This design comes from an exercise in tuning for small area and a short achievable clock period on the open sky130 flow, not from production work.
Only simulation tests tie the RTL to the original design; equivalence was not proved.
Power figures rest on the tool's default switching activity, not on a simulated workload.

### flow/run.sh
#!/bin/bash
# synth_recipe.tcl (not shown) runs the flow's synth.tcl, then flattens the netlist and writes it again
# the make line also repeats each setting of config.mk as NAME=value (left out here)
make -C /OpenROAD-flow-scripts/flow DESIGN_CONFIG=/design/flow/config.mk WORK_HOME=/design/flow/orfs CLKGATE_MAP_FILE= SYNTH_SCRIPT=/design/flow/synth_recipe.tcl finish
### flow/config.mk
export PLATFORM = sky130hd
export DESIGN_NAME = datapath
export DESIGN_NICKNAME = datapath
export VERILOG_FILES = /design/flow/design.v
export SDC_FILE = /design/flow/constraint.sdc
export NUM_CORES = 4
export LEC_CHECK = 0
export CAP_MARGIN = 20
export CORE_MARGIN = 2
export CORE_UTILIZATION = 40
export SETUP_SLACK_MARGIN = 1.5
export SLEW_MARGIN = 20
### flow/constraint.sdc
create_clock -name core_clock -period 5.0 [get_ports {clk}]
set_input_delay 1.0000 -clock core_clock [delete_from_list [all_inputs] [get_ports {clk}]]
set_output_delay 1.0000 -clock core_clock [all_outputs]
set_load 0.01 [all_outputs]
### flow/design.v
module RLE(in,load,clk,out);
	input [15:0] in;
	input load,clk;
	output reg [15:0] out;
        wire [15:0] mxout;
	wire [15:0] dffout;
	reg [15:0] dffin;
	reg [15:0] mxin;
	  MuxRLE #(16) Mux(mxin,in,load,mxout);
	  vDFF #(16) DFF(clk,dffin,dffout);
	  always @(*) begin
	   dffin = mxout;
	   mxin = dffout;
	   out = dffout;
	  end
endmodule
module Dec(a, b);
 parameter n=2 ;
 parameter m=4 ;
 input [n-1:0] a ;
 output [m-1:0] b ;
 wire [m-1:0] b = 1<<a ;
endmodule
module MuxRLE(in0,in1,load,out);
  	parameter k=1;
	input [k-1:0] in0,in1;
	input load;
	output reg[k-1:0] out;
	always @(*) begin
		case(load)
		 1'b0: out = in0;
		 1'b1: out = in1;
		 default: out = {k{1'bx}};
		endcase
	end
endmodule
module vDFF(clk, in, out) ;
	parameter n=1;
	input clk;
	input [n-1:0] in;
	output [n-1:0] out;
	reg [n-1:0] out;
	always @(posedge clk)
		out <= in;
endmodule
module ANDs(in,write,out);
 input [7:0] in;
 input write;
 output [7:0] out;
 assign out[0] = in[0] & write;
 assign out[1] = in[1] & write;
 assign out[2] = in[2] & write;
 assign out[3] = in[3] & write;
 assign out[4] = in[4] & write;
 assign out[5] = in[5] & write;
 assign out[6] = in[6] & write;
 assign out[7] = in[7] & write;
endmodule
module MuxMain(in0,in1,in2,in3,in4,in5,in6,in7,load,out);
  	parameter k=1;
	input [k-1:0] in0,in1,in2,in3,in4,in5,in6,in7;
	input [7:0] load;
	output reg[k-1:0] out;
	always @(*) begin
		case(load)
		 8'b00000001: out = in0;
		 8'b00000010: out = in1;
		 8'b00000100: out = in2;
		 8'b00001000: out = in3;
		 8'b00010000: out = in4;
		 8'b00100000: out = in5;
		 8'b01000000: out = in6;
		 8'b10000000: out = in7;
		 default: out = {k{1'bx}};
		endcase
	end
endmodule
module regfile(writenum,write,data_in,clk,readnum,data_out);
 input [15:0] data_in;
 input [2:0] writenum, readnum;
 input clk, write;
 output [15:0] data_out;
 wire [15:0] RLE_out0, RLE_out1, RLE_out2, RLE_out3, RLE_out4, RLE_out5, RLE_out6, RLE_out7;
 wire [7:0] dec_out0, dec_out1, AND_out;
 Dec #(3,8) dec0(writenum,dec_out0); 
 Dec #(3,8) dec1(readnum,dec_out1);
 ANDs ands(dec_out0,write,AND_out);
 RLE R0(data_in, AND_out[0], clk, RLE_out0);
 RLE R1(data_in, AND_out[1], clk, RLE_out1);
 RLE R2(data_in, AND_out[2], clk, RLE_out2);
 RLE R3(data_in, AND_out[3], clk, RLE_out3);
 RLE R4(data_in, AND_out[4], clk, RLE_out4);
 RLE R5(data_in, AND_out[5], clk, RLE_out5);
 RLE R6(data_in, AND_out[6], clk, RLE_out6);
 RLE R7(data_in, AND_out[7], clk, RLE_out7);
 MuxMain #(16) BIGMux(RLE_out0, RLE_out1, RLE_out2, RLE_out3, RLE_out4, RLE_out5, RLE_out6, RLE_out7, dec_out1, data_out);
endmodule
module pipelinereg(in,load,clk,out);
	input [15:0] in;
	input load,clk;
	output reg [15:0] out;
	wire [15:0] mxout,dffout;
	reg [15:0] dffin,mxin;
	MuxPLR #(16) Mux(mxin,in,load,mxout);
	vDFF2 #(16) DFF(clk,dffin,dffout);
	always@(*)begin
		dffin = mxout;
		mxin = dffout;
		out = dffout;
	end
endmodule
module vDFF2(clk, in, out) ;
	parameter n=1;
	input clk;
	input [n-1:0] in;
	output [n-1:0] out;
	reg [n-1:0] out;
	always @(posedge clk)
		out <= in;
endmodule
module MuxPLR(in0,in1,load,out);
  	parameter k=1;
	input [k-1:0] in0,in1;
	input load;
	output reg[k-1:0] out;
	always @(*) begin
		case(load)
		 1'b0: out = in0;
		 1'b1: out = in1;
		 default: out = {k{1'bx}};
		endcase
	end
endmodule
module pipelinereg_status(in,load,clk,out);
	input in;
	input load,clk;
	output reg out;
	wire mxout,dffout;
	reg dffin,mxin;
	MuxPLR #(1) Mux(mxin,in,load,mxout);
	vDFF2 #(1) DFF(clk,dffin,dffout);
	always@(*)begin
		dffin = mxout;
		mxin = dffout;
		out = dffout;
	end
endmodule
module sourcemux(muxin0,muxin1,select,muxout);
	parameter k=1;
	input[15:0] muxin0,muxin1;
	input select;
	output reg [15:0] muxout;
	always @(*) begin
		case(select)
		 1'b0: muxout = muxin0;
		 1'b1: muxout = muxin1;
		 default: muxout = {k{1'bx}};
		endcase
	end
endmodule
module shifter(in,shift,out);
  input [15:0] in;
  input [1:0] shift;
  output reg [15:0] out;
  always @(*) begin
    if (shift == 2'b0)
      out = in;
    else if (shift == 2'b01)
       out = in << 1;
    else if (shift == 2'b10)
       out = in >> 1;
    else if (shift == 2'b11) begin
       out = in >> 1;
       out[15] = in[15];
    end   
    else
       out = in;  
  end
endmodule
module ALU(Ain,Bin,ALUop,ALUout,status);
	input [15:0] Ain,Bin;
	input [1:0] ALUop;
	output reg status;
	output reg [15:0] ALUout;
	always@(*)begin
		case(ALUop)
		 2'b00: ALUout = Ain + Bin;
		 2'b01: ALUout = Ain - Bin;
		 2'b10: ALUout = Ain & Bin;
		 2'b11: ALUout =  ~Bin;
		endcase
	end
	always@(*)begin
		case(ALUout)
		 16'b0: status = 1'b1;
		 default: status = 1'b0;
		endcase
	end
endmodule
module datapath(clk,readnum,vsel,loada,loadb,shift,asel,bsel,ALUop,loadc,loads,writenum,write,datapath_in,status,datapath_out);
	input [2:0] readnum,writenum;
	input clk,vsel,loada,loadb,asel,bsel,loadc,loads,write;
	input [1:0] shift,ALUop;
	input [15:0] datapath_in;
	output status;
	output [15:0] datapath_out;
	wire [15:0] data_in, data_out, regA_out, regB_out, shiftB_out, Ain, Bin, ALUout;
	wire state;
	sourcemux sMUX(datapath_out,datapath_in,vsel,data_in);
	regfile datapathreg(writenum,write,data_in,clk,readnum,data_out);
	pipelinereg regA(data_out,loada,clk,regA_out);
	pipelinereg regB(data_out,loadb,clk,regB_out);
	shifter shifterB(regB_out,shift,shiftB_out);
	sourcemux muxA(regA_out,16'b0,asel,Ain);
	sourcemux muxB(shiftB_out,{11'b0,datapath_in[4:0]},bsel,Bin);
	ALU datapathALU(Ain,Bin,ALUop,ALUout,state);
	pipelinereg_status statusReg(state,loads,clk,status);
	pipelinereg regC(ALUout,loadc,clk,datapath_out);
 endmodule
==> results of run 1 <==
[synthesized netlist by cell type (2+ instances only)]
cell type,instances,area [µm²]
sky130_fd_sc_hd__nor2_1,58,217.7
sky130_fd_sc_hd__o21a_1,2,15.01
sky130_fd_sc_hd__edfxtp_1,177,5315
sky130_fd_sc_hd__mux2_4,2,30.03
sky130_fd_sc_hd__nor2b_1,46,287.8
sky130_fd_sc_hd__nor3_1,13,65.06
sky130_fd_sc_hd__nor4_1,4,25.02
sky130_fd_sc_hd__nand2b_1,11,68.82
sky130_fd_sc_hd__a22o_1,4,35.03
sky130_fd_sc_hd__nand2_1,32,120.1
sky130_fd_sc_hd__clkbuf_1,26,97.59
sky130_fd_sc_hd__or3b_2,2,17.52
sky130_fd_sc_hd__mux4_2,14,315.3
sky130_fd_sc_hd__buf_6,2,22.52
sky130_fd_sc_hd__o22ai_1,2,12.51
sky130_fd_sc_hd__a21o_1,5,37.54
sky130_fd_sc_hd__a31oi_1,5,31.28
sky130_fd_sc_hd__a21boi_0,2,15.01
sky130_fd_sc_hd__o21bai_1,2,15.01
sky130_fd_sc_hd__mux2i_1,37,370.4
sky130_fd_sc_hd__xnor2_1,15,131.4
sky130_fd_sc_hd__o211a_1,2,20.02
sky130_fd_sc_hd__a211oi_2,2,25.02
sky130_fd_sc_hd__o21ai_0,34,170.2
sky130_fd_sc_hd__buf_1,3,11.26
sky130_fd_sc_hd__a21oi_1,35,175.2
sky130_fd_sc_hd__or3_1,6,37.54
sky130_fd_sc_hd__a221o_1,2,20.02
sky130_fd_sc_hd__mux2_2,28,315.3
sky130_fd_sc_hd__o2bb2ai_1,2,17.52
sky130_fd_sc_hd__inv_1,15,56.30
sky130_fd_sc_hd__nand3_1,6,30.03
sky130_fd_sc_hd__inv_2,2,7.510
sky130_fd_sc_hd__xor2_1,8,70.07
sky130_fd_sc_hd__a21oi_2,2,17.52
sky130_fd_sc_hd__o31ai_1,4,30.03
sky130_fd_sc_hd__a221oi_1,5,43.79
sky130_fd_sc_hd__ha_1,17,212.7
sky130_fd_sc_hd__a211oi_1,14,105.1
[metrics by stage]
step / hold WS [ns] / setup TNS [ns]
final: 0.6270 / 0
after global routing: 0.6546 / 0
after floorplan: 0.5460 / 0
after detailed placement: 0.5995 / -1.937
after global placement: 0.5921 / -1.529
after CTS: 0.6239 / 0
[per-layer routing]
metal  track usage  vias up  part of all wire
met5             0        -                 0
met2        0.3376      114              0.51
li1              -     2899                 -
met4       0.05688        0             0.016
met1        0.2548     3078              0.45
met3       0.02673       23             0.029
[area by class of cell]
cell class,instances,area (µm²),share of cell area
clock buffer,18,429.2,0.03689
multi-input combinational,448,3712,0.3191
inverter,17,63.81,0.005484
timing repair buffer,184,1569,0.1349
tap,280,350.3,0.03011
clock inverter,14,195.2,0.01678
sequential,177,5315,0.4568
[sequential cells by signal, indices dropped and copies added (netlist names), 16 cells and up]
name / flops
datapathreg.R2.DFF.out: 16
regA.DFF.out: 16
regB.DFF.out: 16
datapathreg.R5.DFF.out: 16
datapathreg.R7.DFF.out: 16
datapathreg.R6.DFF.out: 16
datapathreg.R4.DFF.out: 16
datapathreg.R1.DFF.out: 16
datapathreg.R3.DFF.out: 16
regC.DFF.out: 16
datapathreg.R0.DFF.out: 16
[tightest hold or removal path, stage by stage (launching register included)]
cell	delay (ns)
sky130_fd_sc_hd__edfxtp_1	0.33
sky130_fd_sc_hd__nor2_1	0.05
sky130_fd_sc_hd__nor2_1	0.12
[power by group through the flow]
| stage | Clock (mW) | Combinational (mW) | Sequential [mW] |
|---|---|---|---|
| finish | 1.38 | 0.871 | 1.77 |
| global route | 1.47 | 0.938 | 1.78 |
| CTS | 1.40 | 0.815 | 1.77 |
| detailed placement | 0 | 0.749 | 1.80 |
| global placement | 0 | 0.740 | 1.80 |
| floorplan | 0 | 0.397 | 1.80 |
[worst max path at each step]
stage                     startpoint                 to  cells after the start
final                       shift[1]  statusReg.DFF.out                     17
after global routing        shift[1]  statusReg.DFF.out                     21
after CTS                   shift[1]  statusReg.DFF.out                     21
after detailed placement    shift[1]  statusReg.DFF.out                     18
after global placement      shift[1]  statusReg.DFF.out                     18
after floorplan             shift[0]  statusReg.DFF.out                     16
[kinds of logic after synthesis]
family,after synthesis,share of synthesized area
AO/OA/AOI/OAI,137,0.1014
XOR/XNOR,23,0.02281
adder cells (fa/ha/maj),18,0.02635
buffers and inverters,49,0.02266
flip-flops,177,0.6017
multiplexers,81,0.1167
AND/OR/NAND/NOR,189,0.1084
[what timing repair did]
| item | in CTS | in global routing |
|---|---|---|
| endpoints found under the setup margin | 15 | 12 |
| pin swaps | 41 | 13 |
| buffers inserted | 13 | 8 |
| gates resized for setup | 67 | 37 |
| hold endpoints to repair | 0 | 0 |
==> impl_metrics.tcl, run 1 <==
set metrics [dict create \
    status "finished clean" \
    asr_flop_ratio_synth 0 \
    timing.rr.start "regB.DFF.out[1]" \
    die_footprint_um2 23290 \
    syn-num-nets 727 \
    internal-power_mw 2.979 \
    vias_per_cell 5.373 \
    track_usage 0.1942 \
    syn-cell-area_um2 8833 \
    drt-wirelength-per-cell_um 19.80 \
    antenna_left 0 \
    cts_tree "built" \
    critPathLaunchType "input port" \
    swShare 0.2592 \
    path_max_fanout 7 \
    grt_first_pass_wirelength_um 34780 \
    finalHoldViolations 0 \
    drt_first_iter_violations 460 \
    clkSinkCount 177 \
    hold_path_startpoint "datapathreg.R0.DFF.out[6]" \
    die_width_um 152.6 \
    setup_viol 0 \
    clock-root-buffer "sky130_fd_sc_hd__clkbuf_16" \
    starting_density 0.4060 \
    layout.cells.non_filler 1138 \
    synth_enable_flop_cells 177 \
    worst_setup_path_end_kind "flip-flop" \
    postPlaceCellArea_um2 10480 \
    fin_area_um2 11630 \
    antenna_cells 0 \
    yosys_register_bits 177 \
    detailroute.via_count 6114 \
    drive_gt1_frac 0.3333 \
    die-height_um 152.6 \
    worstHoldPathCells 2 \
    r2r_cells 16 \
    path_class "in2reg" \
    route.final.wire_length_um 22540 \
    max_freq_ghz 0.2188 \
    yosys_most_used_dff "sky130_fd_sc_hd__edfxtp_1" \
    worst_slew_pin_slew_ns 0.9448 \
    pwr-share-comb 0.216 \
    detailed_place_hpwl_um 15820 \
    cts_inserted_buffers 17 \
    crit_required_ns 5.24 \
    yosysWarnings 13 \
    layout.core_utilization 0.5348 \
    placed_cells 1085 \
    critical_path.cell_chain "buf_12, or3b_4, a21oi_4, buf_6, nor3_4, and3_4, nor2_2, xnor2_1, ha_2, or3_1, o211a_1, or2_4, a31o_1, a311o_1, or4b_1, or3_1, nor4_2" \
    hold-path-endpoint "regA.DFF.out[6]" \
    post-route-drc-count 0 \
    cap_violations 0 \
    nets 898 \
    total_leakage_power_nw 4.314 \
    gp_congestion 0.8912 \
    first_pass_iteration_count_of_the_detailed_router 5 \
    period_needed_ns 4.570 \
    synth.avg_cell_area_um2 13.11 \
    grt_antenna_before_repair 0 \
    fraction_of_power_consumed_by_sequential_logic 0.441 \
    slew_headroom 0.3682 \
    p_total_mw 4.022 \
    postCtsHoldBufs 0 \
    cpLargestDelayFamily "simple AND/OR/NAND/NOR gates" \
    ys_seq_area_frac 0.6017 \
    worst-path-buf-inv 2 \
    most_common_library_cell_in_the_layout_ignoring_fill_and_taps "sky130_fd_sc_hd__edfxtp_1" \
    grt_start_max_net_pins 40 \
    timing.hold.worst.class "reg2reg" \
    placementRows 54 \
    clkLatencyLatePin_ns 0.42 \
    preCtsSetupSlack_ns -0.5816 \
    worst_ir_drop_vdd_mv 0.3487 \
    fin_ws_ns 0.4296 \
    crit_top_cell "sky130_fd_sc_hd__or3_1" \
    drv_slew 0 \
    clockPowerShare 0.343 \
    critPathSlowestCell "sky130_fd_sc_hd__or4b_1" \
    synthToLayoutAreaGrowth_pct 31.71 \
    yosysUniqueCellTypes 65 \
    powerDensity_nw_per_um2 345.7 \
    synthCells 674 \
    timing.critical_path.arrival_ns 4.81 \
    r2r_end "statusReg.DFF.out" \
    boundaryPins 52 \
    fillerInstances 1836 \
    setup_repair_after_global_routing_missed_its_margin "true" \
    p_sw_mw 1.042 \
    critical-path-max-stage-delay_ns 0.54 \
    grt-ovfl-total 0 \
    most-common-layout-cells "sky130_fd_sc_hd__edfxtp_1 (177), sky130_fd_sc_hd__buf_4 (119), sky130_fd_sc_hd__nor2_1 (53), sky130_fd_sc_hd__nor2b_1 (43), sky130_fd_sc_hd__clkdlybuf4s50_1 (42)" \
    r2r_slack_ns 0.65 \
    clkTransAtPathRegs_ns 0.06 \
    grt_pass1_vias 6256 \
    fin_worst_skew_ns 0.01331 \
    cts_max_path_buffers 2 \
    design.core.area_um2 21760 \
    clock_tree.htree_level_count 4 \
    number_of_i_o_port_buffers 51 \
    fin_crit_sh 0.9141 \
]
==> run 2: changes to the inputs <==
==> flow/design.v (replaced) <==
module datapath(clk,readnum,vsel,loada,loadb,shift,asel,bsel,ALUop,loadc,loads,writenum,write,datapath_in,status,datapath_out);
	input [2:0] readnum,writenum;
	input clk,vsel,loada,loadb,asel,bsel,loadc,loads,write;
	input [1:0] shift,ALUop;
	input [15:0] datapath_in;
	output status;
	output [15:0] datapath_out;
	reg [15:0] R0,R1,R2,R3,R4,R5,R6,R7;
	reg [15:0] A,B,C;
	reg S;
	assign datapath_out = C;
	assign status = S;
	wire [15:0] wd = vsel ? datapath_in : C;
	always @(posedge clk) begin
		if (write && writenum==3'd0) R0 <= wd;
		if (write && writenum==3'd1) R1 <= wd;
		if (write && writenum==3'd2) R2 <= wd;
		if (write && writenum==3'd3) R3 <= wd;
		if (write && writenum==3'd4) R4 <= wd;
		if (write && writenum==3'd5) R5 <= wd;
		if (write && writenum==3'd6) R6 <= wd;
		if (write && writenum==3'd7) R7 <= wd;
	end
	wire [7:0] rs = 8'd1 << readnum;
	wire [15:0] rd = ({16{rs[0]}} & R0) | ({16{rs[1]}} & R1) | ({16{rs[2]}} & R2) | ({16{rs[3]}} & R3)
	               | ({16{rs[4]}} & R4) | ({16{rs[5]}} & R5) | ({16{rs[6]}} & R6) | ({16{rs[7]}} & R7);
	always @(posedge clk) begin
		if (loada) A <= rd;
		if (loadb) B <= rd;
	end
	reg [15:0] bs;
	always @(*) begin
		case (shift)
			2'b00: bs = B;
			2'b01: bs = {B[14:0],1'b0};
			2'b10: bs = {1'b0,B[15:1]};
			default: bs = {B[15],B[15:1]};
		endcase
	end
	wire [15:0] ain = asel ? 16'd0 : A;
	wire [15:0] bin = bsel ? {11'd0,datapath_in[4:0]} : bs;
	wire sub = ~ALUop[1] & ALUop[0];
	wire [15:0] bb = bin ^ {16{sub}};
	wire [15:0] g0 = ain & bb;
	wire [15:0] p0 = ain ^ bb;
	wire [15:0] gA, pA, gB, pB, gC, pC, gD;
	wire gin0 = g0[0] | (p0[0] & sub);
	genvar i;
	generate for (i=0;i<16;i=i+1) begin : ks
		wire gi = (i==0) ? gin0 : g0[i];
		if (i>=1) begin
			assign gA[i] = gi | (p0[i] & ((i-1==0) ? gin0 : g0[i-1]));
			assign pA[i] = p0[i] & p0[i-1];
		end else begin
			assign gA[i] = gi; assign pA[i] = p0[i];
		end
		if (i>=2) begin
			assign gB[i] = gA[i] | (pA[i] & gA[i-2]);
			assign pB[i] = pA[i] & pA[i-2];
		end else begin
			assign gB[i] = gA[i]; assign pB[i] = pA[i];
		end
		if (i>=4) begin
			assign gC[i] = gB[i] | (pB[i] & gB[i-4]);
			assign pC[i] = pB[i] & pB[i-4];
		end else begin
			assign gC[i] = gB[i]; assign pC[i] = pB[i];
		end
		if (i>=8) begin
			assign gD[i] = gC[i] | (pC[i] & gC[i-8]);
		end else begin
			assign gD[i] = gC[i];
		end
	end endgenerate
	wire [15:0] cy = {gD[14:0], sub};
	wire [15:0] sum = p0 ^ cy;
	wire [15:0] res = ALUop[1] ? (ALUop[0] ? ~bin : (ain & bin)) : sum;
	wire [15:0] kk = {ain[14:0] | bb[14:0], sub};
	wire zas = &(p0 ~^ kk);
	wire z = ALUop[1] ? (ALUop[0] ? &bin : ~|(ain & bin)) : zas;
	always @(posedge clk) begin
		if (loadc) C <= res;
		if (loads) S <= z;
	end
endmodule
==> run 2 against run 1 <==
Against the previous run: still clean; synthesized cell count is 7.6% higher; via count up 1.4%; global-route usage is 0.42 points higher; largest power group unchanged; highest routed layer unchanged.
==> impl_metrics.tcl, run 2 <==
set metrics [dict create \
    status "finished clean" \
    antenna_left 0 \
    drive_gt1_frac 0.2305 \
    preCtsSetupSlack_ns 0.3376 \
    worst-path-buf-inv 1 \
    cts_inserted_buffers 17 \
    nets 862 \
    postPlaceCellArea_um2 10230 \
    synth_enable_flop_cells 177 \
    gp_congestion 0.8960 \
    synth_largest_type_area_fraction 0.5709 \
    first_pass_iteration_count_of_the_detailed_router 5 \
    p_total_mw 3.830 \
    placementRows 55 \
    yosys_most_used_dff "sky130_fd_sc_hd__edfxtp_1" \
    clock_tree.htree_level_count 4 \
    fin_crit_sh 0.6832 \
    worst_ir_drop_vdd_mv 0.3130 \
    path_max_fanout 4 \
    fin_ws_ns 1.584 \
    critical_path.cell_chain "clkdlybuf4s50_1, o22ai_4, mux2i_4, fa_2, a21oi_4, o211ai_1, a211oi_2, o21ai_2, a21oi_2, o21a_1, o211ai_1" \
    drt-wirelength-per-cell_um 21.24 \
    synth.most_common_cell "sky130_fd_sc_hd__edfxtp_1" \
    grt_first_pass_wirelength_um 35840 \
    grt_start_max_net_pins 45 \
    fin_worst_hold_slack_ns 0.6316 \
    crit_required_ns 5.16 \
    r2r_cells 12 \
    worst_slew_pin_slew_ns 1.090 \
    period_needed_ns 3.416 \
    grt-ovfl-total 0 \
    design.core.area_um2 22780 \
    setup_repair_after_global_routing_missed_its_margin "false" \
    worst_setup_path_end_kind "flip-flop" \
    layout.core_utilization 0.4946 \
    placed_cells 1070 \
    asr_flop_ratio_synth 0 \
    cts_tree "built" \
    most-common-layout-cells "sky130_fd_sc_hd__edfxtp_1 (177), sky130_fd_sc_hd__clkdlybuf4s50_1 (41), sky130_fd_sc_hd__nand2_1 (38), sky130_fd_sc_hd__buf_4 (38), sky130_fd_sc_hd__inv_1 (35)" \
    drt_first_iter_violations 450 \
    die_footprint_um2 24510 \
    synth_commonest_cells "sky130_fd_sc_hd__edfxtp_1 (177), sky130_fd_sc_hd__nand2_1 (38), sky130_fd_sc_hd__a21oi_1 (37), sky130_fd_sc_hd__xnor2_1 (36), sky130_fd_sc_hd__inv_1 (35)" \
    drv_slew 0 \
    clockPowerShare 0.337 \
    pwr-share-comb 0.200 \
    fillerInstances 1973 \
    area_occupied_by_multi_input_gates_um2 3956 \
    timing.hold.worst.class "reg2reg" \
    timing.rr.start "B[1]" \
    postCtsHoldBufs 0 \
    max_freq_ghz 0.2927 \
    syn-cell-area_um2 9310 \
    detailed_place_hpwl_um 16390 \
    swShare 0.2830 \
    die-height_um 156.6 \
    critPathLaunch "datapath_in[0]" \
    yosysWarnings 1 \
    fin_setup_tns_ns 0 \
    detailroute.via_count 6200 \
    regArea_um2 5315 \
    syn-num-nets 793 \
    post-route-drc-count 0 \
    worstHoldPathCells 1 \
    timing.critical_path.arrival_ns 3.58 \
    finalHoldViolations 0 \
    critPathSlowestCell "sky130_fd_sc_hd__clkdlybuf4s50_1" \
    grt_antenna_before_repair 0 \
    critical-path-max-stage-delay_ns 0.57 \
    fin_area_um2 11270 \
    path_class "in2reg" \
    cap_violations 0 \
    antenna_cells 0 \
    critPathLaunchType "input port" \
    track_usage 0.1984 \
    vias_per_cell 5.536 \
    slew_headroom 0.2709 \
    ys_seq_area_frac 0.5709 \
    yosysUniqueCellTypes 66 \
    fraction_of_power_consumed_by_sequential_logic 0.463 \
    setup_viol 0 \
    internal-power_mw 2.746 \
    most_common_library_cell_in_the_layout_ignoring_fill_and_taps "sky130_fd_sc_hd__edfxtp_1" \
    synthToLayoutAreaGrowth_pct 21.01 \
    boundaryPins 52 \
    clkTransAtPathRegs_ns 0.07 \
    most_area_consuming_cells_after_synthesis "sky130_fd_sc_hd__edfxtp_1 (57%), sky130_fd_sc_hd__ha_1 (4.3%), sky130_fd_sc_hd__mux2_2 (4.0%)" \
    cts_max_path_buffers 2 \
    synth_top_cell_by_area "sky130_fd_sc_hd__edfxtp_1" \
    fin_worst_skew_ns 0.01266 \
    grt_pass1_vias 6222 \
    number_of_i_o_port_buffers 51 \
    route.final.wire_length_um 23790 \
    starting_density 0.4087 \
    powerDensity_nw_per_um2 340.0 \
    layout.cells.non_filler 1120 \
    synth.avg_cell_area_um2 12.84 \
    synthCells 725 \
    timing.critical_path.depth 11 \
    p_sw_mw 1.084 \
    yosys_register_bits 177 \
    hold_path_startpoint "R0[12]" \
    crit_top_cell "sky130_fd_sc_hd__o211ai_1" \
    total_leakage_power_nw 4.009 \
    die_width_um 156.6 \
    clkSinkCount 177 \
    cpLargestDelayFamily "compound AO/OA/AOI/OAI gates" \
    clkLatencyLatePin_ns 0.42 \
    clock-root-buffer "sky130_fd_sc_hd__clkbuf_16" \
]
-- run 2: cell count changes after synthesis, moves of 11 or more --
| cell | before | now |
|---|---|---|
| sky130_fd_sc_hd__nor2b_1 | 46 | 17 |
| sky130_fd_sc_hd__nor2_1 | 58 | 34 |
| sky130_fd_sc_hd__xnor2_1 | 15 | 36 |
| sky130_fd_sc_hd__inv_1 | 15 | 35 |
| sky130_fd_sc_hd__ha_1 | 17 | 32 |
| sky130_fd_sc_hd__nand3_1 | 6 | 18 |
| sky130_fd_sc_hd__o21ai_0 | 34 | 23 |
-- run 2: repair_timing --
action | in CTS | in global routing
buffers inserted | 14 | 4
gates cloned | 0 | 0
setup endpoints to repair | 13 | 9
pin swaps | 13 | 15
gates resized for setup | 45 | 36
-- run 2: cell type report --
type,instances,area share
clock buffer,18,0.03809
clock inverter,14,0.01410
inverter,37,0.01377
multi-input combinational,468,0.3512
sequential,177,0.4718
tap,313,0.03476
timing repair buffer,93,0.07630
-- run 2: power groups by stage --
stage | clock network, mW | logic [mW] | registers [mW]
finish | 1.29 | 0.768 | 1.77
global placement | 0 | 0.671 | 1.80
global route | 1.37 | 0.828 | 1.78
CTS | 1.32 | 0.734 | 1.77
detailed placement | 0 | 0.676 | 1.80
floorplan | 0 | 0.444 | 1.80
-- run 2: cells by family after synthesis --
group | synth area share
AND/OR/NAND/NOR | 0.09851
flip-flops | 0.5709
AO/OA/AOI/OAI | 0.09838
buffers and inverters | 0.03776
multiplexers | 0.1107
XOR/XNOR | 0.03857
adder cells (fa/ha/maj) | 0.04515
-- run 2: worst register-to-register path: stages (launching register included) --
cell and delay, ns:
sky130_fd_sc_hd__edfxtp_1 0.43, sky130_fd_sc_hd__mux2i_1 0.17, sky130_fd_sc_hd__o21ai_1 0.10, sky130_fd_sc_hd__mux2i_2 0.25, sky130_fd_sc_hd__xnor2_2 0.17, sky130_fd_sc_hd__ha_4 0.27
sky130_fd_sc_hd__and3_1 0.18, sky130_fd_sc_hd__and4b_1 0.20, sky130_fd_sc_hd__mux2_4 0.30, sky130_fd_sc_hd__o211ai_4 0.19, sky130_fd_sc_hd__a21oi_2 0.10, sky130_fd_sc_hd__o31a_1 0.28
sky130_fd_sc_hd__o211ai_1 0.19
-- run 2: metal layers --
metal  track usage  vias to the layer above  wire, µm
li1              -                     2877         -
met1        0.2606                     3121     10510
met2        0.3304                      165     11600
met3       0.04126                       37      1166
met4       0.06335                        0       515
met5             0                        -         0
-- run 2: path summary, 6_finish.rpt --
kind,end,slack [ns]
worst max-delay path,C[14],1.58
worst min register to register,B[12],0.63
worst max register to register,C[13],2.00
worst min-delay path,B[12],0.63
==> run 3: changes to the inputs <==
--- a/flow/config.mk
+++ b/flow/config.mk
@@ -9,4 +9,4 @@
 export CORE_MARGIN = 2
 export CORE_UTILIZATION = 40
-export SETUP_SLACK_MARGIN = 1.5
+export SETUP_SLACK_MARGIN = 2.5
 export SLEW_MARGIN = 20
==> run 3 against run 2 <==
Against the previous run: sequential cell count unchanged; largest cell class unchanged; area after synthesis stayed put; non-clock buffer count is 27 higher; synthesized cell count stayed put; final cell count is 2.4% higher; first-iteration DRC count rose by 17%; worst setup slack better by 0.13 ns; critical path depth up 3.
==> impl_metrics.tcl, run 3 <==
set metrics [dict create \
    worst_slew_pin_slew_ns 0.9972 \
    synthToLayoutAreaGrowth_pct 27.17 \
    fin_crit_sh 0.6567 \
    first_pass_iteration_count_of_the_detailed_router 6 \
    grt-ovfl-total 0 \
    postCtsHoldBufs 0 \
    critPathLaunchType "input port" \
    timing.critical_path.to "C[12]" \
    worst_setup_path_end_kind "flip-flop" \
    gp_congestion 0.9047 \
    powerDensity_nw_per_um2 338.1 \
    p_sw_mw 1.150 \
    setup_repair_after_global_routing_missed_its_margin "true" \
    timing.critical_path.arrival_ns 3.56 \
    p_total_mw 4.003 \
    asr_flop_ratio_synth 0 \
    clkLatencyLatePin_ns 0.44 \
    drt_first_iter_violations 527 \
    die_footprint_um2 24510 \
    grt_antenna_before_repair 0 \
    synth_largest_type_area_fraction 0.5709 \
    most_area_consuming_cells_after_synthesis "sky130_fd_sc_hd__edfxtp_1 (57%), sky130_fd_sc_hd__ha_1 (4.3%), sky130_fd_sc_hd__mux2_2 (4.0%)" \
    worst_ir_drop_vdd_mv 0.2454 \
    slew_headroom 0.3331 \
    syn-num-nets 793 \
    number_of_i_o_port_buffers 51 \
    vias_per_cell 5.476 \
    drt-wirelength-per-cell_um 21.66 \
    timing.hold.worst.class "reg2reg" \
    period_needed_ns 3.284 \
    synth.avg_cell_area_um2 12.84 \
    most_common_library_cell_in_the_layout_ignoring_fill_and_taps "sky130_fd_sc_hd__edfxtp_1" \
    finalHoldViolations 0 \
    clock_tree.htree_level_count 4 \
    die_width_um 156.6 \
    path_max_fanout 6 \
    total_leakage_power_nw 4.231 \
    detailroute.via_count 6281 \
    fin_worst_skew_ns 0.02137 \
    timing.rr.start "B[4]" \
    swShare 0.2873 \
    synth.most_common_cell "sky130_fd_sc_hd__edfxtp_1" \
    post-route-drc-count 0 \
    hold_path_startpoint "R0[12]" \
    max_freq_ghz 0.3045 \
    cap_violations 0 \
    synth_top_cell_by_area "sky130_fd_sc_hd__edfxtp_1" \
    nets 889 \
    r2r_cells 12 \
    synth_enable_flop_cells 177 \
    cts_max_path_buffers 2 \
    postPlaceCellArea_um2 10240 \
    fillerInstances 1898 \
    detailed_place_hpwl_um 17060 \
    r2r_end "C[13]" \
    synth_commonest_cells "sky130_fd_sc_hd__edfxtp_1 (177), sky130_fd_sc_hd__nand2_1 (38), sky130_fd_sc_hd__a21oi_1 (37), sky130_fd_sc_hd__xnor2_1 (36), sky130_fd_sc_hd__inv_1 (35)" \
    design.core.area_um2 22780 \
    status "finished clean" \
    most-common-layout-cells "sky130_fd_sc_hd__edfxtp_1 (177), sky130_fd_sc_hd__buf_4 (64), sky130_fd_sc_hd__nand2_1 (37), sky130_fd_sc_hd__inv_1 (34), sky130_fd_sc_hd__mux2_2 (33)" \
    ys_seq_area_frac 0.5709 \
    cts_inserted_buffers 17 \
    setup_viol 0 \
    fin_area_um2 11840 \
    internal-power_mw 2.853 \
    r2r_slack_ns 2.03 \
    clockPowerShare 0.340 \
    clkSinkCount 177 \
    regArea_um2 5315 \
    fraction_of_power_consumed_by_sequential_logic 0.445 \
    antenna_left 0 \
    yosys_register_bits 177 \
    crit_required_ns 5.27 \
    grt_start_max_net_pins 45 \
    starting_density 0.4087 \
    clock-root-buffer "sky130_fd_sc_hd__clkbuf_16" \
    yosysUniqueCellTypes 66 \
    track_usage 0.2066 \
    antenna_cells 0 \
    drive_gt1_frac 0.3070 \
    grt_pass1_vias 6197 \
    synthCells 725 \
    boundaryPins 52 \
    clkTransAtPathRegs_ns 0.07 \
    fin_setup_tns_ns 0 \
    yosysWarnings 1 \
    cts_tree "built" \
    yosys_most_used_dff "sky130_fd_sc_hd__edfxtp_1" \
    placementRows 55 \
    path_class "in2reg" \
    grt_first_pass_wirelength_um 36900 \
    die-height_um 156.6 \
    drv_slew 0 \
    route.final.wire_length_um 24840 \
    pwr-share-comb 0.215 \
    area_occupied_by_multi_input_gates_um2 4289 \
    critPathLaunch "shift[0]" \
    syn-cell-area_um2 9310 \
]
## run 3: changes by cell type in the layout (fill, tap and decap cells not counted), sizes merged
cell,before,now
buf,46,75
bufinv,1,2
clkbuf,20,18
clkdlybuf4s15,1,2
clkdlybuf4s50,41,32
dlygate4sd2,1,9
dlymetal6s2s,2,1
## run 3: worst max-delay path, stage by stage
cell	delay, ns
sky130_fd_sc_hd__buf_12	0.12
sky130_fd_sc_hd__buf_12	0.13
sky130_fd_sc_hd__mux2i_4	0.18
sky130_fd_sc_hd__a211oi_4	0.31
sky130_fd_sc_hd__xnor2_2	0.13
sky130_fd_sc_hd__buf_4	0.15
sky130_fd_sc_hd__ha_4	0.28
sky130_fd_sc_hd__nand3_2	0.06
sky130_fd_sc_hd__o211ai_1	0.31
sky130_fd_sc_hd__a211oi_2	0.16
sky130_fd_sc_hd__o21ai_2	0.20
sky130_fd_sc_hd__a21oi_2	0.11
sky130_fd_sc_hd__o211a_1	0.24
sky130_fd_sc_hd__a221oi_2	0.16
## run 3: cell families after synthesis
logic type | count (synthesis) | share of synthesized area
xor gates and xnor gates | 41 | 0.03857
AOI/OAI and AO/OA | 137 | 0.09838
muxes | 80 | 0.1107
adders and majority gates | 33 | 0.04515
buffers and inverters | 80 | 0.03776
DFF | 177 | 0.5709
and+or+nand+nor | 177 | 0.09851
## run 3: power by group through the flow
stage	clock network (mW)	registers, mW	logic [mW]
final	1.36	1.78	0.860
after detailed placement	0	1.81	0.679
after global routing	1.44	1.79	0.923
after CTS	1.38	1.78	0.784
after floorplan	0	1.80	0.459
after global placement	0	1.81	0.673
## run 3: worst min path at each step
stage                       end  slack, ns  cells after the start
after CTS                 A[12]       0.61                      1
after detailed placement  A[12]       0.58                      1
after global routing      A[12]       0.64                      1
final                     A[12]       0.62                      1
after floorplan           A[11]       0.54                      2
after global placement    B[12]       0.57                      1
## run 3: cell type report
class	instances	area share
tap	313	0.03308
clock buffer	17	0.03593
timing repair buffer	120	0.09056
clock inverter	15	0.01596
inverter	37	0.01332
multi-input combinational	468	0.3623
sequential	177	0.4489
## run 3: through the flow
step / std cells / hold WS [ns] / utilization / setup WS (ns)
floorplan: 725 / 0.5369 / - / 1.311
detailed placement: 1065 / 0.5846 / 0.4494 / 0.3823
CTS: 1129 / 0.6103 / 0.5033 / 1.751
global route: 1147 / 0.6404 / 0.5198 / 1.594
finish: 1147 / 0.6161 / 0.5198 / 1.716
global placement: 1065 / 0.5704 / 0.4494 / 0.4434
## run 3: what timing repair did
action                     4_1_cts  5_1_grt
resized for setup              105       43
pin swaps                       39       46
setup buffers                   32       18
setup endpoints to repair       58       32
## run 3: layer usage
layer / vias to the layer above / track usage / wire, µm
met5: - / 0 / 0
met4: 0 / 0.07034 / 694
met3: 43 / 0.03323 / 1215
met2: 203 / 0.3449 / 12090
met1: 3105 / 0.2752 / 10840
li1: 2930 / - / -
==> run 4: changes to the inputs <==
--- a/flow/config.mk
+++ b/flow/config.mk
@@ -6,7 +6,8 @@
 export NUM_CORES = 4
 export LEC_CHECK = 0
+export ABC_AREA = 1
 export CAP_MARGIN = 20
 export CORE_MARGIN = 2
 export CORE_UTILIZATION = 40
-export SETUP_SLACK_MARGIN = 2.5
+export SETUP_SLACK_MARGIN = 1.5
 export SLEW_MARGIN = 20
==> run 4 against run 3 <==
Against the previous run: final cell count rose by 2.4%; area after synthesis fell by 5.2%; total power fell by 7.4%; clock power barely moved; routed wire length fell by 7.9%; combinational power fell by about 30%; synthesized cell count rose by 12%; first-iteration DRC count fell by 20%; core utilization fell by 4.2 points; clock-buffer cell count rose by 1.
==> impl_metrics.tcl, run 4 <==
set metrics [dict create \
    status "finished clean" \
    fillerInstances 2026 \
    total_leakage_power_nw 4.045 \
    fin_setup_tns_ns 0 \
    area_occupied_by_multi_input_gates_um2 3162 \
    gp_congestion 0.8958 \
    timing.hold.worst.class "reg2reg" \
    synthCells 811 \
    clock-root-buffer "sky130_fd_sc_hd__clkbuf_16" \
    ys_seq_area_frac 0.6022 \
    yosysUniqueCellTypes 44 \
    drt-wirelength-per-cell_um 19.48 \
    vias_per_cell 5.254 \
    cts_max_path_buffers 2 \
    post-route-drc-count 0 \
    antenna_left 0 \
    synth.most_common_cell "sky130_fd_sc_hd__nand2_1" \
    synth_enable_flop_cells 177 \
    worst_setup_path_end_kind "flip-flop" \
    syn-num-nets 879 \
    cap_violations 0 \
    placementRows 54 \
    synthToLayoutAreaGrowth_pct 17.89 \
    grt_antenna_before_repair 0 \
    r2r_end "C[10]" \
    most_common_library_cell_in_the_layout_ignoring_fill_and_taps "sky130_fd_sc_hd__nand2_1" \
    most-common-layout-cells "sky130_fd_sc_hd__nand2_1 (208), sky130_fd_sc_hd__edfxtp_1 (177), sky130_fd_sc_hd__inv_1 (72), sky130_fd_sc_hd__nand3_1 (46)" \
    worst_slew_pin_slew_ns 0.8745 \
    nets 950 \
    yosys_register_bits 177 \
    die_width_um 152.5 \
    track_usage 0.1998 \
    regArea_um2 5315 \
    max_freq_ghz 0.3022 \
    p_total_mw 3.707 \
    powerDensity_nw_per_um2 356.3 \
    detailed_place_hpwl_um 16100 \
    starting_density 0.4057 \
    detailroute.via_count 6173 \
    finalHoldViolations 0 \
    postCtsHoldBufs 0 \
    drt_first_iter_violations 420 \
    setup_viol 0 \
    route.final.wire_length_um 22890 \
    drive_gt1_frac 0.1307 \
    grt-ovfl-total 0 \
    timing.critical_path.to "C[8]" \
    slew_headroom 0.4152 \
    number_of_i_o_port_buffers 51 \
    crit_required_ns 5.18 \
    most_area_consuming_cells_after_synthesis "sky130_fd_sc_hd__edfxtp_1 (60%), sky130_fd_sc_hd__nand2_1 (8.8%), sky130_fd_sc_hd__ha_1 (4.5%)" \
    asr_flop_ratio_synth 0 \
    clkTransAtPathRegs_ns 0.07 \
    grt_start_max_net_pins 29 \
    die-height_um 152.5 \
    clkSinkCount 177 \
    synth_top_cell_by_area "sky130_fd_sc_hd__edfxtp_1" \
    first_pass_iteration_count_of_the_detailed_router 6 \
    fin_crit_sh 0.6618 \
    yosys_most_used_dff "sky130_fd_sc_hd__edfxtp_1" \
    critPathLaunchType "input port" \
    fin_worst_skew_ns 0.007134 \
    antenna_cells 0 \
    clock_tree.htree_level_count 4 \
    synth.avg_cell_area_um2 10.88 \
    path_max_fanout 8 \
    synth_largest_type_area_fraction 0.6022 \
    clkLatencyLatePin_ns 0.43 \
    r2r_slack_ns 2.27 \
    cts_inserted_buffers 17 \
    timing.critical_path.arrival_ns 3.49 \
    period_needed_ns 3.309 \
    die_footprint_um2 23270 \
    path_class "in2reg" \
    yosysWarnings 1 \
    cts_tree "built" \
    critPathLaunch "shift[0]" \
    design.core.area_um2 21760 \
    setup_repair_after_global_routing_missed_its_margin "false" \
    boundaryPins 52 \
    worst_ir_drop_vdd_mv 0.2313 \
    drv_slew 0 \
    timing.rr.start "B[1]" \
    grt_first_pass_wirelength_um 35200 \
    syn-cell-area_um2 8826 \
    r2r_cells 14 \
    grt_pass1_vias 6163 \
    synth_commonest_cells "sky130_fd_sc_hd__nand2_1 (208), sky130_fd_sc_hd__edfxtp_1 (177), sky130_fd_sc_hd__inv_1 (74), sky130_fd_sc_hd__nand3_1 (46), sky130_fd_sc_hd__nor2_1 (45)" \
]
## run 4: cell types whose count changed in the layout (fill, tap and decap cells not counted), sizes merged, moves of 19 or more
cell and delta:
buf -49, mux2 -19, nand2 +182, xnor2 -27
nand3 +29, inv +35, mux2i -31, nand2b -19
## run 4: critical path, stage by stage
cell	delay, ns
sky130_fd_sc_hd__clkbuf_2	0.18
sky130_fd_sc_hd__inv_1	0.10
sky130_fd_sc_hd__nor2_4	0.18
sky130_fd_sc_hd__buf_4	0.18
sky130_fd_sc_hd__nand2_1	0.06
sky130_fd_sc_hd__nand3_1	0.06
sky130_fd_sc_hd__nand2_1	0.09
sky130_fd_sc_hd__xor2_1	0.26
sky130_fd_sc_hd__ha_1	0.34
sky130_fd_sc_hd__a21oi_1	0.32
sky130_fd_sc_hd__nand2_1	0.12
sky130_fd_sc_hd__a21oi_1	0.33
sky130_fd_sc_hd__nand2_1	0.10
sky130_fd_sc_hd__nand2_1	0.08
sky130_fd_sc_hd__o22ai_1	0.08
## run 4: cell type report
class                           count  share of cell area
Timing Repair Buffer               77             0.06638
Clock inverter                     14             0.01635
Multi-Input combinational cell    534              0.3039
Inverter                           75             0.02766
Tap cell                          280             0.03367
Clock buffer                       18             0.04125
Sequential cell                   177              0.5108
## run 4: logic make-up after synthesis
family / count (synthesis) / synth area share
AOI/OAI and AO/OA: 106 / 0.08166
buffers and inverters: 100 / 0.04678
adders and majority gates: 33 / 0.04763
and+or+nand+nor: 352 / 0.1737
muxes: 16 / 0.02041
DFF: 177 / 0.6022
xor gates and xnor gates: 27 / 0.02764
## run 4: layer usage
metal / part of all wire / up-vias / track usage
met1: 0.44 / 3005 / 0.2582
li1: - / 2994 / -
met3: 0.038 / 31 / 0.03441
met5: 0 / - / 0
met2: 0.50 / 143 / 0.3438
met4: 0.019 / 0 / 0.06393
## run 4: worst min path at each step
stage / from / to / slack [ns] / depth (start not counted)
2_1_floorplan: R7[1] / A[1] / 0.53 / 2
3_3_place_gp: R0[4] / A[4] / 0.54 / 2
3_5_place_dp: R0[12] / B[12] / 0.56 / 2
4_1_cts: R0[12] / B[12] / 0.58 / 2
5_1_grt: R4[9] / A[9] / 0.61 / 2
6_report: R5[10] / A[10] / 0.57 / 2
## run 4: stage by stage
step	util	setup WS, ns	hold WS (ns)	instances	area (µm²)
2_1_floorplan	-	1.631	0.5292	811	8826
3_3_place_gp	0.4468	0.6321	0.5414	1135	9721
3_5_place_dp	0.4468	0.6508	0.5635	1135	9721
4_1_cts	0.4764	1.502	0.5794	1173	10360
5_1_grt	0.4783	1.510	0.6083	1175	10410
6_report	0.4783	1.691	0.5745	1175	10410
## run 4: timing repair
item / in CTS / in global routing
endpoints found under the setup margin: 12 / 12
resized for setup: 7 / 19
pin swaps: 2 / 0
setup buffers: 6 / 2
## run 4: report_power, final
group	total (mW)	switching [mW]	leakage, nW	internal [mW]
Sequential	1.77	0.0341	1.65	1.73
Clock	1.34	0.624	0.287	0.714
Combinational	0.600	0.378	2.10	0.222
Total	3.71	1.04	4.04	2.67
==> run 5: changes to the inputs <==
==> flow/flow/run.sh (new file) <==
#!/bin/bash
# Standard layout, with plain buffers on the ports instead of delay cells and
# timing repair free to resize across cell footprints.
set -euo pipefail
export BUFFER_PORTS_ARGS="-buffer_cell sky130_fd_sc_hd__buf_2"
bash standard.sh MATCH_CELL_FOOTPRINT=0 finish > flow_standard.log 2>&1
==> flow/standard.sh (new file) <==
#!/bin/bash
# synth_recipe.tcl (not shown) runs the flow's synth.tcl, then flattens the netlist and writes it again
# the make line also repeats each setting of config.mk as NAME=value (left out here)
make -C /OpenROAD-flow-scripts/flow DESIGN_CONFIG=/design/flow/config.mk WORK_HOME=/design/flow/orfs CLKGATE_MAP_FILE= SYNTH_SCRIPT=/design/flow/synth_recipe.tcl "${@:-finish}"
--- a/flow/config.mk
+++ b/flow/config.mk
@@ -6,5 +6,4 @@
 export NUM_CORES = 4
 export LEC_CHECK = 0
-export ABC_AREA = 1
 export CAP_MARGIN = 20
 export CORE_MARGIN = 2
removed: flow/run.sh
==> run 5 against run 4 <==
Against the previous run: still clean; routed wire length is 7.0% higher; critical path depth is 2 lower; combinational power is 18% higher; design area is 4.3% higher; synthesized cell count is 11% lower; sequential share of layout area is 2.1 points lower; area after synthesis is 5.5% higher; total power is 2.8% higher; via count is 1.7% higher; critical path type unchanged; largest cell class unchanged.
==> impl_metrics.tcl, run 5 <==
set metrics [dict create \
    drt-wirelength-per-cell_um 22.17 \
    antenna_cells 0 \
    critical-path-max-stage-delay_ns 0.36 \
    fin_ws_ns 1.628 \
    setup_viol 0 \
    synth_top_cell_by_area "sky130_fd_sc_hd__edfxtp_1" \
    fin_setup_tns_ns 0 \
    nets 847 \
    route.final.wire_length_um 24490 \
    slew_headroom 0.3589 \
    detailed_place_hpwl_um 16760 \
    design.core.area_um2 22780 \
    grt_start_max_net_pins 45 \
    status "finished clean" \
    cap_violations 0 \
    drv_slew 0 \
    clock-root-buffer "sky130_fd_sc_hd__clkbuf_16" \
    synth.most_common_cell "sky130_fd_sc_hd__edfxtp_1" \
    starting_density 0.4087 \
    synth_enable_flop_cells 177 \
    grt_pass1_vias 6176 \
    asr_flop_ratio_synth 0 \
    preCtsSetupSlack_ns 0.6253 \
    first_pass_iteration_count_of_the_detailed_router 5 \
    syn-num-nets 793 \
    critPathLaunchType "input port" \
    grt_antenna_before_repair 0 \
    cts_max_path_buffers 2 \
    vias_per_cell 5.680 \
    die_footprint_um2 24510 \
    path_max_fanout 15 \
    synth.avg_cell_area_um2 12.84 \
    fin_crit_sh 0.6743 \
    yosys_register_bits 177 \
    syn-cell-area_um2 9310 \
    cpLargestDelayFamily "compound AO/OA/AOI/OAI gates" \
    worst_slew_pin_slew_ns 0.9616 \
    clkTransAtPathRegs_ns 0.08 \
    die-height_um 156.6 \
    crit_required_ns 5.29 \
    max_freq_ghz 0.2966 \
    synthToLayoutAreaGrowth_pct 16.56 \
    worst_setup_path_end_kind "flip-flop" \
    setup_repair_after_global_routing_missed_its_margin "true" \
    synth_largest_type_area_fraction 0.5709 \
    clkLatencyLatePin_ns 0.44 \
    worst-path-buf-inv 2 \
    clock_tree.htree_level_count 4 \
    total_leakage_power_nw 3.903 \
    detailroute.via_count 6276 \
    synthCells 725 \
    powerDensity_nw_per_um2 351.2 \
    critPathSlowestCell "sky130_fd_sc_hd__ha_1" \
    post-route-drc-count 0 \
    gp_congestion 0.8646 \
    antenna_left 0 \
    die_width_um 156.6 \
    synth_commonest_cells "sky130_fd_sc_hd__edfxtp_1 (177), sky130_fd_sc_hd__nand2_1 (38), sky130_fd_sc_hd__a21oi_1 (37), sky130_fd_sc_hd__xnor2_1 (36), sky130_fd_sc_hd__inv_1 (35)" \
    clkSinkCount 177 \
    period_needed_ns 3.372 \
    most-common-layout-cells "sky130_fd_sc_hd__edfxtp_1 (177), sky130_fd_sc_hd__buf_2 (48), sky130_fd_sc_hd__nand2_1 (38), sky130_fd_sc_hd__inv_1 (35), sky130_fd_sc_hd__nor2_1 (34)" \
    yosys_most_used_dff "sky130_fd_sc_hd__edfxtp_1" \
    path_class "in2reg" \
    drive_gt1_frac 0.2614 \
    timing.hold.worst.class "reg2reg" \
    timing.critical_path.arrival_ns 3.66 \
    yosysUniqueCellTypes 66 \
    critical_path.cell_chain "buf_4, buf_8, o21ai_2, mux2i_4, xnor2_2, ha_1, and3_1, and4b_1, mux2_4, o211ai_4, a21oi_2, o31a_1, o211ai_1" \
    cts_tree "built" \
    fin_worst_skew_ns 0.01512 \
    drt_first_iter_violations 633 \
    track_usage 0.2039 \
    most_common_library_cell_in_the_layout_ignoring_fill_and_taps "sky130_fd_sc_hd__edfxtp_1" \
    boundaryPins 52 \
    grt-ovfl-total 0 \
    cts_inserted_buffers 17 \
    worst_ir_drop_vdd_mv 0.2127 \
    number_of_i_o_port_buffers 51 \
    placementRows 55 \
    finalHoldViolations 0 \
    postCtsHoldBufs 0 \
    most_area_consuming_cells_after_synthesis "sky130_fd_sc_hd__edfxtp_1 (57%), sky130_fd_sc_hd__ha_1 (4.3%), sky130_fd_sc_hd__mux2_2 (4.0%)" \
    yosysWarnings 1 \
    ys_seq_area_frac 0.5709 \
    grt_first_pass_wirelength_um 36620 \
]
==> run 5: cell types whose count changed after synthesis, moves of 19 or more <==
cell	change
sky130_fd_sc_hd__inv_1	-39
sky130_fd_sc_hd__nand3_1	-28
sky130_fd_sc_hd__xnor2_1	+27
sky130_fd_sc_hd__nand2_1	-170
sky130_fd_sc_hd__mux2i_1	+30
sky130_fd_sc_hd__nand2b_1	+19
==> run 5: final timing paths <==
| path | startpoint | endpoint | slack (ns) | depth (start not counted) |
|---|---|---|---|---|
| worst min-delay path | R0[12] | A[12] | 0.61 | 1 |
| worst min register to register | R0[12] | A[12] | 0.61 | 1 |
| worst max register to register | B[8] | C[15] | 2.00 | 10 |
| worst max-delay path | shift[1] | C[13] | 1.63 | 13 |
==> run 5: cell type report <==
| class | instances | area, µm² |
|---|---|---|
| tap | 313 | 391.6 |
| multi-input combinational | 468 | 3899 |
| inverter | 37 | 160.2 |
| fill | 1989 | 11930 |
| clock inverter | 14 | 160.2 |
| clock buffer | 18 | 429.2 |
| sequential | 177 | 5315 |
| timing repair buffer | 78 | 496.7 |
==> run 5: cell families after synthesis <==
family / after synthesis / synth area share
AND/OR/NAND/NOR: 177 / 0.09851
AO/OA/AOI/OAI: 137 / 0.09838
multiplexers: 80 / 0.1107
XOR/XNOR: 41 / 0.03857
flip-flops: 177 / 0.5709
buffers and inverters: 80 / 0.03776
adder cells (fa/ha/maj): 33 / 0.04515
==> run 5: what timing repair did <==
action                     CTS  global route
resized for setup           22            33
setup endpoints to repair   11            10
pin swaps                    6            12
buffers inserted             7             5
hold endpoints to repair     0             0
==> run 5: metal layers <==
| metal | vias up | track usage | routed length (µm) |
|---|---|---|---|
| met1 | 3185 | 0.2687 | 10420 |
| met3 | 47 | 0.03988 | 1320 |
| met5 | - | 0 | 0 |
| met2 | 199 | 0.3377 | 12010 |
| met4 | 0 | 0.07077 | 741 |
| li1 | 2845 | - | - |
==> run 5: per-stage QoR <==
step	instances	util	hold WS [ns]	total power [mW]	cell area [µm²]
6_report	1105	0.4764	0.6132	3.812	10850
5_1_grt	1105	0.4764	0.6488	3.956	10850
4_1_cts	1100	0.4670	0.6224	3.784	10640
3_5_place_dp	1061	0.4358	0.6034	2.445	9926
3_3_place_gp	1061	0.4358	0.5905	2.436	9926
2_1_floorplan	725	-	0.5369	2.241	9379
==> run 5: where the power goes <==
part	switching [mW]	total [mW]	internal [mW]
Clock	0.655	1.33	0.675
Combinational	0.423	0.709	0.286
Sequential	0.0382	1.77	1.73
==> run 6: changes to the inputs <==
==> flow/flow/run.sh (replaced) <==
#!/bin/bash
# Standard layout (the standard.sh), with three changes:
#  - the port buffers are buf_4 cells instead of the delay cells buffer_ports picks by default,
#  - timing repair may resize a cell to one of another footprint,
#  - the half and full adder cells are kept out of synthesis (their carry and sum outputs are
#    slow); the gates ABC maps the adders to instead are faster.
# Each make/tool run writes its own logs under orfs/logs; the whole output goes to flow_standard.log.
set -euo pipefail
PLATFORM_DONT_USE=$(make -s -C "$FLOW_HOME" DESIGN_CONFIG="$PWD/config.mk" WORK_HOME="$PWD/orfs" print-DONT_USE_CELLS | sed -n 's/^DONT_USE_CELLS: //p')
EXTRA_DONT_USE="sky130_fd_sc_hd__ha_1 sky130_fd_sc_hd__ha_2 sky130_fd_sc_hd__ha_4 sky130_fd_sc_hd__fa_1 sky130_fd_sc_hd__fa_2 sky130_fd_sc_hd__fa_4"
export BUFFER_PORTS_ARGS="-buffer_cell sky130_fd_sc_hd__buf_4"
bash standard.sh MATCH_CELL_FOOTPRINT=0 "DONT_USE_CELLS=$PLATFORM_DONT_USE $EXTRA_DONT_USE" finish > flow_standard.log 2>&1
--- a/flow/config.mk
+++ b/flow/config.mk
@@ -6,7 +6,8 @@
 export NUM_CORES = 4
 export LEC_CHECK = 0
+export ABC_AREA = 1
 export CAP_MARGIN = 20
 export CORE_MARGIN = 2
-export CORE_UTILIZATION = 40
+export CORE_UTILIZATION = 60
 export SETUP_SLACK_MARGIN = 1.5
 export SLEW_MARGIN = 20
==> run 6 against run 5 <==
Against the previous run: first-iteration DRC count rose by 5.5%; critical endpoint unchanged; critical path type unchanged; total power fell by 4.8%; core utilization rose by 21 points.
==> impl_metrics.tcl, run 6 <==
set metrics [dict create \
    yosys_register_bits 177 \
    yosysUniqueCellTypes 45 \
    synth.avg_cell_area_um2 10.27 \
    grt_antenna_before_repair 0 \
    die-height_um 128.8 \
    fin_crit_sh 0.6332 \
    r2r_slack_ns 2.68 \
    yosys_most_used_dff "sky130_fd_sc_hd__edfxtp_1" \
    r2r_cells 14 \
    asr_flop_ratio_synth 0 \
    drt_first_iter_violations 668 \
    cts_tree "built" \
    slew_headroom 0.3819 \
    route.final.wire_length_um 23620 \
    worst_setup_path_end_kind "flip-flop" \
    period_needed_ns 3.166 \
    die_width_um 128.8 \
    clkTransAtPathRegs_ns 0.07 \
    boundaryPins 52 \
    path_max_fanout 25 \
    fin_worst_skew_ns 0.01076 \
    grt-ovfl-total 0 \
    most_area_consuming_cells_after_synthesis "sky130_fd_sc_hd__edfxtp_1 (57%), sky130_fd_sc_hd__nand2_1 (8.6%), sky130_fd_sc_hd__nand3_1 (4.2%)" \
    detailroute.via_count 7044 \
    preCtsSetupSlack_ns 1.025 \
    most_common_library_cell_in_the_layout_ignoring_fill_and_taps "sky130_fd_sc_hd__nand2_1" \
    track_usage 0.2985 \
    number_of_i_o_port_buffers 51 \
    finalHoldViolations 0 \
    fin_ws_ns 1.834 \
    nets 998 \
    clkLatencyLatePin_ns 0.43 \
    cts_inserted_buffers 17 \
    max_freq_ghz 0.3159 \
    yosysWarnings 1 \
    synthCells 910 \
    timing.hold.worst.class "reg2reg" \
    crit_required_ns 5.17 \
    timing.critical_path.arrival_ns 3.33 \
    synth.most_common_cell "sky130_fd_sc_hd__nand2_1" \
    syn-num-nets 945 \
    status "finished clean" \
    fin_setup_tns_ns 0 \
    gp_congestion 0.9572 \
    timing.rr.start "B[5]" \
    cap_violations 0 \
    worst_ir_drop_vdd_mv 0.3778 \
    antenna_left 0 \
    starting_density 0.6149 \
    setup_viol 0 \
    cts_max_path_buffers 2 \
    fin_worst_hold_slack_ns 0.5803 \
    clock_tree.htree_level_count 4 \
    clock-root-buffer "sky130_fd_sc_hd__clkbuf_16" \
    antenna_cells 0 \
    r2r_end "C[13]" \
    drive_gt1_frac 0.2490 \
    grt_pass1_vias 6777 \
    synth_top_cell_by_area "sky130_fd_sc_hd__edfxtp_1" \
    setup_repair_after_global_routing_missed_its_margin "false" \
    worst_slew_pin_slew_ns 0.9246 \
    detailed_place_hpwl_um 16820 \
    grt_start_max_net_pins 30 \
    critPathLaunch "ALUop[1]" \
    drv_slew 0 \
    ys_seq_area_frac 0.5686 \
    grt_first_pass_wirelength_um 36700 \
    syn-cell-area_um2 9348 \
    path_class "in2reg" \
    first_pass_iteration_count_of_the_detailed_router 7 \
    clkSinkCount 177 \
    post-route-drc-count 0 \
    timing.critical_path.to "C[13]" \
    synthToLayoutAreaGrowth_pct 12.42 \
    die_footprint_um2 16590 \
    powerDensity_nw_per_um2 345.4 \
    total_leakage_power_nw 4.244 \
    synth_largest_type_area_fraction 0.5686 \
    vias_per_cell 6.052 \
    most-common-layout-cells "sky130_fd_sc_hd__nand2_1 (213), sky130_fd_sc_hd__edfxtp_1 (177), sky130_fd_sc_hd__nand3_1 (78), sky130_fd_sc_hd__inv_1 (70), sky130_fd_sc_hd__buf_4 (65)" \
    placementRows 45 \
    design.core.area_um2 15200 \
    synth_enable_flop_cells 177 \
    critPathLaunchType "input port" \
    synth_commonest_cells "sky130_fd_sc_hd__nand2_1 (213), sky130_fd_sc_hd__edfxtp_1 (177), sky130_fd_sc_hd__nand3_1 (78), sky130_fd_sc_hd__inv_1 (70), sky130_fd_sc_hd__nor2_1 (47)" \
    drt-wirelength-per-cell_um 20.29 \
    cts_post_setup_buffers_inserted 0 \
]
[run 6: what timing repair did]
action / 4_1_cts / 5_1_grt
hold buffers: 0 / 0
endpoints found under the setup margin: 1 / 5
gates resized for setup: 2 / 1
[run 6: cells by family (layout without fill, tap and decap cells)]
group / count (synthesis) / after routing / synth area share
multiplexers: 16 / 16 / 0.01927
flip-flops: 177 / 177 / 0.5686
AND/OR/NAND/NOR: 478 / 478 / 0.2657
XOR/XNOR: 13 / 13 / 0.01218
buffers and inverters: 118 / 184 / 0.05327
AO/OA/AOI/OAI: 108 / 108 / 0.08098
[run 6: final cells by class]
type                    count  area, µm²
flip-flops and latches    177       5315
fillers                  1124       4693
multi-input cells         615       3565
repair buffers             65      488.0
clock buffers              17      425.4
inverters                  87      331.6
well taps                 188      235.2
clock inverters            15      148.9
[run 6: critical path, cell delays in order]
cell and delay (ns):
sky130_fd_sc_hd__buf_4 0.19, sky130_fd_sc_hd__inv_2 0.28, sky130_fd_sc_hd__nand2_4 0.27, sky130_fd_sc_hd__inv_4 0.33, sky130_fd_sc_hd__nand3_2 0.15, sky130_fd_sc_hd__nand2_2 0.12
sky130_fd_sc_hd__nand2_2 0.07, sky130_fd_sc_hd__nand2_2 0.11, sky130_fd_sc_hd__inv_2 0.08, sky130_fd_sc_hd__nand2_2 0.12, sky130_fd_sc_hd__nor2_1 0.06, sky130_fd_sc_hd__a21oi_1 0.20
sky130_fd_sc_hd__nand3_1 0.10, sky130_fd_sc_hd__nand3_1 0.11, sky130_fd_sc_hd__nand2_1 0.09
[run 6: routing by layer]
| metal | global-route usage | up-vias | wire length (µm) |
|---|---|---|---|
| met4 | 0.1093 | 0 | 609 |
| met1 | 0.3910 | 3371 | 9562 |
| li1 | - | 3313 | - |
| met3 | 0.04324 | 52 | 1558 |
| met2 | 0.5107 | 308 | 11890 |
| met5 | 0 | - | 0 |
[run 6: where the power goes]
part / switching (mW) / internal, mW / total, mW
Clock: 0.613 / 0.660 / 1.27
Combinational: 0.401 / 0.195 / 0.596
Sequential: 0.0323 / 1.73 / 1.76
Total: 1.05 / 2.58 / 3.63
[run 6: worst min-delay path by stage]
| stage | slack, ns | from | endpoint | cells past startpoint |
|---|---|---|---|---|
| 2_1_floorplan | 0.53 | R4[0] | A[0] | 2 |
| 3_3_place_gp | 0.55 | R5[9] | A[9] | 2 |
| 3_5_place_dp | 0.57 | R5[4] | A[4] | 2 |
| 4_1_cts | 0.58 | R5[4] | A[4] | 2 |
| 5_1_grt | 0.61 | R4[4] | A[4] | 2 |
| 6_report | 0.58 | R5[4] | A[4] | 2 |
[run 6: stage by stage]
step / total power, mW / utilization / cells / cell area [µm²]
floorplan: 2.190 / - / 910 / 9348
global placement: 2.367 / 0.6530 / 1132 / 9927
detailed placement: 2.380 / 0.6530 / 1132 / 9927
CTS: 3.629 / 0.6909 / 1164 / 10500
global route: 3.752 / 0.6913 / 1164 / 10510
finish: 3.629 / 0.6913 / 1164 / 10510
==> run 7: changes to the inputs <==
--- a/flow/config.mk
+++ b/flow/config.mk
@@ -10,4 +10,4 @@
 export CORE_MARGIN = 2
 export CORE_UTILIZATION = 60
-export SETUP_SLACK_MARGIN = 1.5
+export SETUP_SLACK_MARGIN = 2.5
 export SLEW_MARGIN = 20
==> run 7 against run 6 <==
Against the previous run: still clean; hold slack better by 0.0026 ns; die area stayed put; global-route usage is 1.3 points higher.
==> impl_metrics.tcl, run 7 <==
set metrics [dict create \
    clock-root-buffer "sky130_fd_sc_hd__clkbuf_16" \
    drv_slew 0 \
    first_pass_iteration_count_of_the_detailed_router 5 \
    cap_violations 0 \
    internal-power_mw 2.678 \
    yosysUniqueCellTypes 45 \
    yosys_most_used_dff "sky130_fd_sc_hd__edfxtp_1" \
    critPathLaunchType "input port" \
    crit_required_ns 5.19 \
    die_footprint_um2 16590 \
    worst_ir_drop_vdd_mv 0.2676 \
    total_leakage_power_nw 4.754 \
    p_sw_mw 1.170 \
    synth.avg_cell_area_um2 10.27 \
    fin_crit_sh 0.5162 \
    asr_flop_ratio_synth 0 \
    antenna_left 0 \
    syn-num-nets 945 \
    cts_tree "built" \
    drt_first_iter_violations 738 \
    grt_pass1_vias 7057 \
    swShare 0.3041 \
    setup_viol 0 \
    status "finished clean" \
    timing.hold.worst.class "reg2reg" \
    cts_inserted_buffers 17 \
    path_class "in2reg" \
    cts_max_path_buffers 2 \
    gp_congestion 0.9191 \
    clockPowerShare 0.342 \
    detailed_place_hpwl_um 16720 \
    antenna_cells 0 \
    postCtsHoldBufs 0 \
    max_freq_ghz 0.3875 \
]
run 7: cell types whose count changed in the layout (fill, tap and decap cells not counted), moves of 19 or more:
cell | before | now
sky130_fd_sc_hd__nand3_1 | 78 | 59
sky130_fd_sc_hd__nand3_4 | 1 | 22
sky130_fd_sc_hd__nand2_2 | 43 | 63
sky130_fd_sc_hd__nand2_1 | 213 | 170
sky130_fd_sc_hd__nand2_4 | 9 | 32
sky130_fd_sc_hd__buf_4 | 65 | 103
run 7: worst max-delay path, cell delays in order:
cell and delay [ns]:
sky130_fd_sc_hd__buf_16 0.13, sky130_fd_sc_hd__nor2_4 0.19, sky130_fd_sc_hd__buf_4 0.15, sky130_fd_sc_hd__nand2_2 0.07, sky130_fd_sc_hd__nand3_4 0.10, sky130_fd_sc_hd__nand2_4 0.09, sky130_fd_sc_hd__nand2_2 0.10, sky130_fd_sc_hd__nand3_4 0.10
sky130_fd_sc_hd__nand2_4 0.13, sky130_fd_sc_hd__nor2_4 0.06, sky130_fd_sc_hd__nand2_2 0.10, sky130_fd_sc_hd__inv_2 0.04, sky130_fd_sc_hd__nand3b_1 0.14, sky130_fd_sc_hd__buf_4 0.13, sky130_fd_sc_hd__nand4_1 0.08, sky130_fd_sc_hd__nand3_2 0.07
sky130_fd_sc_hd__nand2_1 0.06
run 7: repair_timing:
action | in CTS | in global routing
buffers inserted | 15 | 34
endpoints found under the setup margin | 16 | 37
pin swaps | 16 | 60
gates cloned | 3 | 6
gates resized for setup | 46 | 112
run 7: per-layer routing:
layer  part of all wire  global-route usage
met5                  0                   0
met4              0.036              0.1125
met3              0.077             0.04449
met2               0.51              0.5468
met1               0.37              0.3972
run 7: final cells by class:
| class | count | area [µm²] | share of cell area |
|---|---|---|---|
| multi-input cells | 618 | 4159 | 0.3532 |
| clock buffers | 17 | 425.4 | 0.03613 |
| inverters | 87 | 406.6 | 0.03453 |
| well taps | 188 | 235.2 | 0.01998 |
| repair buffers | 117 | 1035 | 0.08788 |
| flip-flops and latches | 177 | 5315 | 0.4514 |
| clock inverters | 15 | 171.4 | 0.01456 |
| repair inverters | 3 | 27.53 | 0.002338 |
run 7: through the flow:
step / power, mW / cells / instance area, µm² / hold slack, ns / setup WS (ns)
4_1_cts: 3.710 / 1182 / 10880 / 0.5805 / 2.500
5_1_grt: 3.951 / 1222 / 11780 / 0.5985 / 2.349
3_3_place_gp: 2.374 / 1132 / 9980 / 0.5528 / 1.104
2_1_floorplan: 2.198 / 910 / 9417 / 0.5344 / 2.321
3_5_place_dp: 2.387 / 1132 / 9980 / 0.5619 / 1.051
6_report: 3.848 / 1222 / 11780 / 0.5829 / 2.419
run 7: kinds of logic after synthesis:
family,after synthesis,synth area share
compound gates,108,0.08098
buf+inv,118,0.05327
simple gates,478,0.2657
xor+xnor,13,0.01218
flops,177,0.5686
mux,16,0.01927
run 7: path summary, 6_finish.rpt:
| check | to | startpoint | slack [ns] | depth (start not counted) |
|---|---|---|---|---|
| worst min register to register | B[9] | R3[9] | 0.58 | 2 |
| worst max-delay path | C[9] | shift[0] | 2.42 | 17 |
| worst max register to register | C[9] | B[4] | 2.73 | 13 |
| worst min-delay path | B[9] | R3[9] | 0.58 | 2 |
run 7: power groups by stage:
stage	Sequential (mW)	Combinational (mW)	Clock [mW]
2_1_floorplan	1.79	0.411	0
3_3_place_gp	1.79	0.585	0
3_5_place_dp	1.79	0.596	0
4_1_cts	1.76	0.635	1.31
5_1_grt	1.77	0.817	1.36
6_report	1.76	0.766	1.32

Check on run 7: ideal ports give 2.419 ns setup slack; a clkbuf_16 on the clock port and buf_2 on the inputs give 2.262 ns; moving port delays by the midpoint clock arrival (0.473 ns) as well gives 1.788 ns.
